This is an optimization exercise on Yosys and OpenROAD, whose aim is low power, not a production implementation.
Function was checked by simulation only, so behaviour that the tests miss may differ from the original.

==> trial 12 <==
## pipeline_md5
module pipeline_md5(
    input clk,
    input [63:0] num,
    output reg [127:0] answer,
    output reg [63:0] currnum
    );
clock: 9.0 ns
lec_check: 0
cap_margin: 20
core_margin: 2
core_utilization: 65
place_density: 0.75
slew_margin: 20
run.sh (not shown) runs the stock make flow with config.mk's settings and CLKGATE_MAP_FILE= SYNTH_SCRIPT=/design/flow/synth_recipe.tcl, a recipe that flattens the netlist after the stock synthesis.
==> inputs of trial 43, as changes to trial 12 <==
--- a/flow/config.mk
+++ b/flow/config.mk
@@ -9,4 +9,3 @@
 export CORE_MARGIN = 2
-export CORE_UTILIZATION = 65
-export PLACE_DENSITY = 0.75
+export CORE_UTILIZATION = 40
 export SLEW_MARGIN = 20
==> inputs of trial 64, as changes to trial 12 <==
--- a/flow/config.mk
+++ b/flow/config.mk
@@ -9,4 +9,4 @@
 export CORE_MARGIN = 2
-export CORE_UTILIZATION = 65
-export PLACE_DENSITY = 0.75
+export CORE_UTILIZATION = 40
+export CTS_BUF_LIST = sky130_fd_sc_hd__clkbuf_4 sky130_fd_sc_hd__clkbuf_8
 export SLEW_MARGIN = 20
==> metrics.sh <==
FINAL.CLKBUF_COUNT=2970
RR_STARTPOINT='d62[0]'
FLOORPLAN.INITIALDENSITY=0.4006
GRT.MET2_USAGE=0.3842
POST_DRT_VIA_CELL_RATIO=4.677
NUMCTSBUFFERS=1962
RESULT_OF_THE_RUN='timing/DRC/antenna clean'
DRT_WL_TOTAL_UM=1333000
[end of results for trial 64]
==> metrics.sh <==
RESULT_OF_THE_RUN='timing/DRC/antenna clean'
NUMCTSBUFFERS=1323
PORTBUFFERS=256
GRT.MET2_USAGE=0.3833
SYNTH_AREA_PER_CELL_UM2=11.72
RR_STARTPOINT='b62[0]'
MET1_LENGTH_UM=565300
RELSLEWSLACK=0.1880
FLOORPLAN.INITIALDENSITY=0.4006
POST_DRT_VIA_CELL_RATIO=4.716
PLACED_AREA_MM2=0.4970
REQUIRED_NS=10.13
HIGHEST_ROUTED_LAYER='met5'
TIMING_WORST_SETUP_PATH_TYPE='register to register'
FINAL.CLKBUF_COUNT=1770
[end of results for trial 43]
==> metrics.sh <==
YOSYS.CELL_COUNT.TOP_TYPE='sky130_fd_sc_hd__dfxtp_1'
FINAL.SIGNAL_BUFFER_COUNT=273
ANT_NETS=0
GRT.MET2_USAGE=0.5852
RESULT_OF_THE_RUN='timing/DRC/antenna clean'
DRT_WL_TOTAL_UM=1337000
POST_DRT_VIA_CELL_RATIO=5.471
NUMCTSBUFFERS=1237
FINAL.CLKBUF_COUNT=1705
FLOORPLAN.INITIALDENSITY=0.6529
SYNTH_ENABLE_FLOP_CELLS=0
RR_STARTPOINT='c22[0]'
[end of results for trial 12]

========
==> exp/tundra <==
pipeline_md5, a different RTL version from the one above (not shown whole).
Settings: LEC_CHECK=0, CAP_MARGIN=20, CORE_MARGIN=2, CORE_UTILIZATION=40, CTS_BUF_LIST=sky130_fd_sc_hd__clkbuf_4 sky130_fd_sc_hd__clkbuf_8, SLEW_MARGIN=20; clock period 9.0 ns.
==> exp/lagoon (differences from exp/tundra) <==
==> flow/flow/run.sh (new file) <==
#!/bin/bash
# The standard layout, with clock tree synthesis told not to add dummy loads
# (the loads only balance the tree, and each one draws clock power).
set -euo pipefail
export CTS_ARGS="-sink_clustering_enable -repair_clock_nets -dont_use_dummy_load -buf_list {sky130_fd_sc_hd__clkbuf_4 sky130_fd_sc_hd__clkbuf_8}"
bash standard.sh > standard.log 2>&1
==> flow/standard.sh (new file) <==
#!/bin/bash
# synth_recipe.tcl (not shown) runs the flow's synth.tcl, then flattens the netlist and writes it again
# the make line also repeats each setting of config.mk as NAME=value (left out here)
make -C /OpenROAD-flow-scripts/flow DESIGN_CONFIG=/design/flow/config.mk WORK_HOME=/design/flow/orfs CLKGATE_MAP_FILE= SYNTH_SCRIPT=/design/flow/synth_recipe.tcl "${@:-finish}"
removed: flow/run.sh
==> run summary <==
quantity	exp/lagoon	exp/tundra
Sequential portion of the cell area	45.3%	43.9%
Clk cell area share	5.09%	7.97%
First-pass GRT wire length	2,110,000 um	2,130,000 um
Total iterations of the first detailed-routing run	6	7
Met1 WL	556,000 um	560,000 um
Final cycle utilization of the critical path	86.3%	87.5%
Max-slew headroom at the worst pin	25.5%	20.9%
Met3 capacity usage during global routing	3.11%	3.18%
Detailed Route WL	1,480,000 um	1,490,000 um
Register-to-register setup slack	1.23 ns	1.13 ns
Number of vias per cell after detailed routing	4.82	4.75
CP arrival	9.19 ns	9.33 ns
Proportion of layout cells with a drive suffix above 1	5.96%	9.13%
Routed wl met3	56,800 um	58,400 um
Area growth syn-to-layout	10.4%	13.8%
Slew at the pin with the worst max-slew slack	1.11 ns	1.18 ns
Min cycle time layout	7.77 ns	7.87 ns
Status	complete, no violations	complete, no violations

========
==> 10-19 <==
Another version of the RTL of pipeline_md5 (not shown whole).
==> flow/config.mk <==
export PLATFORM = sky130hd
export DESIGN_NAME = pipeline_md5
export DESIGN_NICKNAME = pipeline_md5
export VERILOG_FILES = /design/flow/design.v
export SDC_FILE = /design/flow/constraint.sdc
export NUM_CORES = 8
export LEC_CHECK = 0
export CAP_MARGIN = 20
export CORE_MARGIN = 2
export CORE_UTILIZATION = 40
export SLEW_MARGIN = 20
==> flow/constraint.sdc <==
create_clock -name core_clock -period 9.0 [get_ports {clk}]
set_input_delay 1.8000 -clock core_clock [delete_from_list [all_inputs] [get_ports {clk}]]
set_output_delay 1.8000 -clock core_clock [all_outputs]
set_load 0.01 [all_outputs]
standard.sh (not shown) runs the stock make flow with config.mk's settings and CLKGATE_MAP_FILE= SYNTH_SCRIPT=/design/flow/synth_recipe.tcl, a recipe that flattens the netlist after the stock synthesis.
==> flow/flow/run.sh <==
#!/bin/bash
# The standard layout, with clock tree synthesis told not to add dummy loads
# (the loads only balance the tree, and each one draws clock power) and to
# cluster more flip-flops on each leaf buffer.
set -euo pipefail
export CTS_ARGS="-sink_clustering_enable -repair_clock_nets -dont_use_dummy_load -sink_clustering_size 20 -sink_clustering_max_diameter 50 -buf_list {sky130_fd_sc_hd__clkbuf_8}"
bash standard.sh > standard.log 2>&1
==> 09-25: changes against 10-19 <==
==> flow/flow/run.sh (replaced) <==
#!/bin/bash
# The standard layout, with clock tree synthesis told not to add dummy loads
# (the loads only balance the tree, and each one draws clock power) and to
# cluster more flip-flops on each leaf buffer.
set -euo pipefail
export CTS_ARGS="-sink_clustering_enable -repair_clock_nets -dont_use_dummy_load -sink_clustering_size 14 -sink_clustering_max_diameter 50 -buf_list {sky130_fd_sc_hd__clkbuf_8}"
bash standard.sh > standard.log 2>&1
Settings changed: GPL_ROUTABILITY_DRIVEN from default to 0, GPL_TIMING_DRIVEN from default to 0, PLACE_DENSITY from default to 0.9.
==> 06-03: changes against 10-19 <==
==> flow/flow/run.sh (replaced) <==
#!/bin/bash
# The standard layout, with clock tree synthesis told not to add dummy loads
# (the loads only balance the tree, and each one draws clock power) and to
# cluster more flip-flops on each leaf buffer.
set -euo pipefail
export CTS_ARGS="-sink_clustering_enable -repair_clock_nets -dont_use_dummy_load -sink_clustering_size 16 -sink_clustering_max_diameter 50 -buf_list {sky130_fd_sc_hd__clkbuf_8}"
bash standard.sh > standard.log 2>&1
==> 12-09: changes against 10-19 <==
==> flow/flow/run.sh (replaced) <==
#!/bin/bash
# The standard layout, with clock tree synthesis told not to add dummy loads
# (the loads only balance the tree, and each one draws clock power) and to
# cluster more flip-flops on each leaf buffer; then gates off the critical
# paths are downsized after global routing (RECOVER_POWER).
set -euo pipefail
export CTS_ARGS="-sink_clustering_enable -repair_clock_nets -dont_use_dummy_load -sink_clustering_size 16 -sink_clustering_max_diameter 50 -buf_list {sky130_fd_sc_hd__clkbuf_8}"
export RECOVER_POWER=100
bash standard.sh > standard.log 2>&1
==> qor.yml <==
placed_area_um2: 507000
so_faults: "capacitance limit, slew limit"
status: "failed layout checks"
drv_cap: 1
slew_viol_final: 5
clock_buffers: 1387
Source of the figures above: 12-09

==> qor.yml <==
status: "timing/DRC/antenna clean"
clock_buffers: 981
drv_cap: 0
placed_area_um2: 507000
Source of the figures above: 09-25

==> qor.yml <==
clock_buffers: 1354
drv_cap: 0
placed_area_um2: 507000
tightestPinTransition_ns: 1.02
slew_viol_final: 0
status: "timing/DRC/antenna clean"
Source of the figures above: 10-19

==> qor.yml <==
clock_buffers: 1387
drv_cap: 0
status: "timing/DRC/antenna clean"
slew_viol_final: 0
Source of the figures above: 06-03

==> afterwards: timing with drivers on the ports <==
In the flow no input, the clock included, has a driving cell. The finished layouts below were timed again as built, in two steps.
Step 1 (the two cells are an assumption about what drives the block):
set clk [get_ports {clk}]
set_driving_cell -lib_cell sky130_fd_sc_hd__clkbuf_16 $clk
set_driving_cell -lib_cell sky130_fd_sc_hd__buf_2 [delete_from_list [all_inputs] $clk]
Step 2 times the ports against the registers' clock, not the clock port: input delays grow and output delays shrink by t, the midpoint of the rising clock arrivals with the driver on.
a / b / c = ideal ports / drivers / drivers and shift; a / b = the first two.
| run | t (ns) | setup WS [ns] | worst hold slack (ns) | latest minus earliest clock arrival (ns) | worst register clock-pin slew, ns |
|---|---|---|---|---|---|
| trial 12 | 1.389 | 0.988 / 0.988 / 0.988 | 0.261 / 0.261 / 0.261 | 0.112 / 0.111 | 0.09 / 0.09 |
| trial 43 | 1.391 | 0.810 / 0.810 / 0.810 | 0.203 / 0.203 / 0.203 | 0.142 / 0.142 | 0.07 / 0.07 |
| trial 64 | 1.589 | 0.840 / 0.840 / 0.840 | 0.204 / 0.204 / 0.204 | 0.252 / 0.252 | 0.07 / 0.07 |
| exp/tundra | 1.670 | 1.127 / 1.127 / 1.127 | 0.259 / 0.259 / 0.259 | 0.176 / 0.176 | 0.08 / 0.08 |
| exp/lagoon | 1.643 | 1.233 / 1.233 / 1.233 | 0.249 / 0.249 / 0.249 | 0.191 / 0.191 | 0.07 / 0.07 |
| 10-19 | 1.582 | 1.438 / 1.438 / 1.438 | 0.236 / 0.236 / 0.236 | 0.178 / 0.178 | 0.12 / 0.12 |
| 09-25 | 1.444 | 1.073 / 1.073 / 1.073 | 0.158 / 0.158 / 0.158 | 0.282 / 0.281 | 0.10 / 0.10 |
| 06-03 | 1.585 | 1.431 / 1.431 / 1.431 | 0.237 / 0.237 / 0.237 | 0.161 / 0.161 | 0.10 / 0.10 |
| 12-09 | 1.587 | 0.863 / 0.863 / 0.863 | 0.238 / 0.238 / 0.238 | 0.157 / 0.157 | 0.11 / 0.11 |
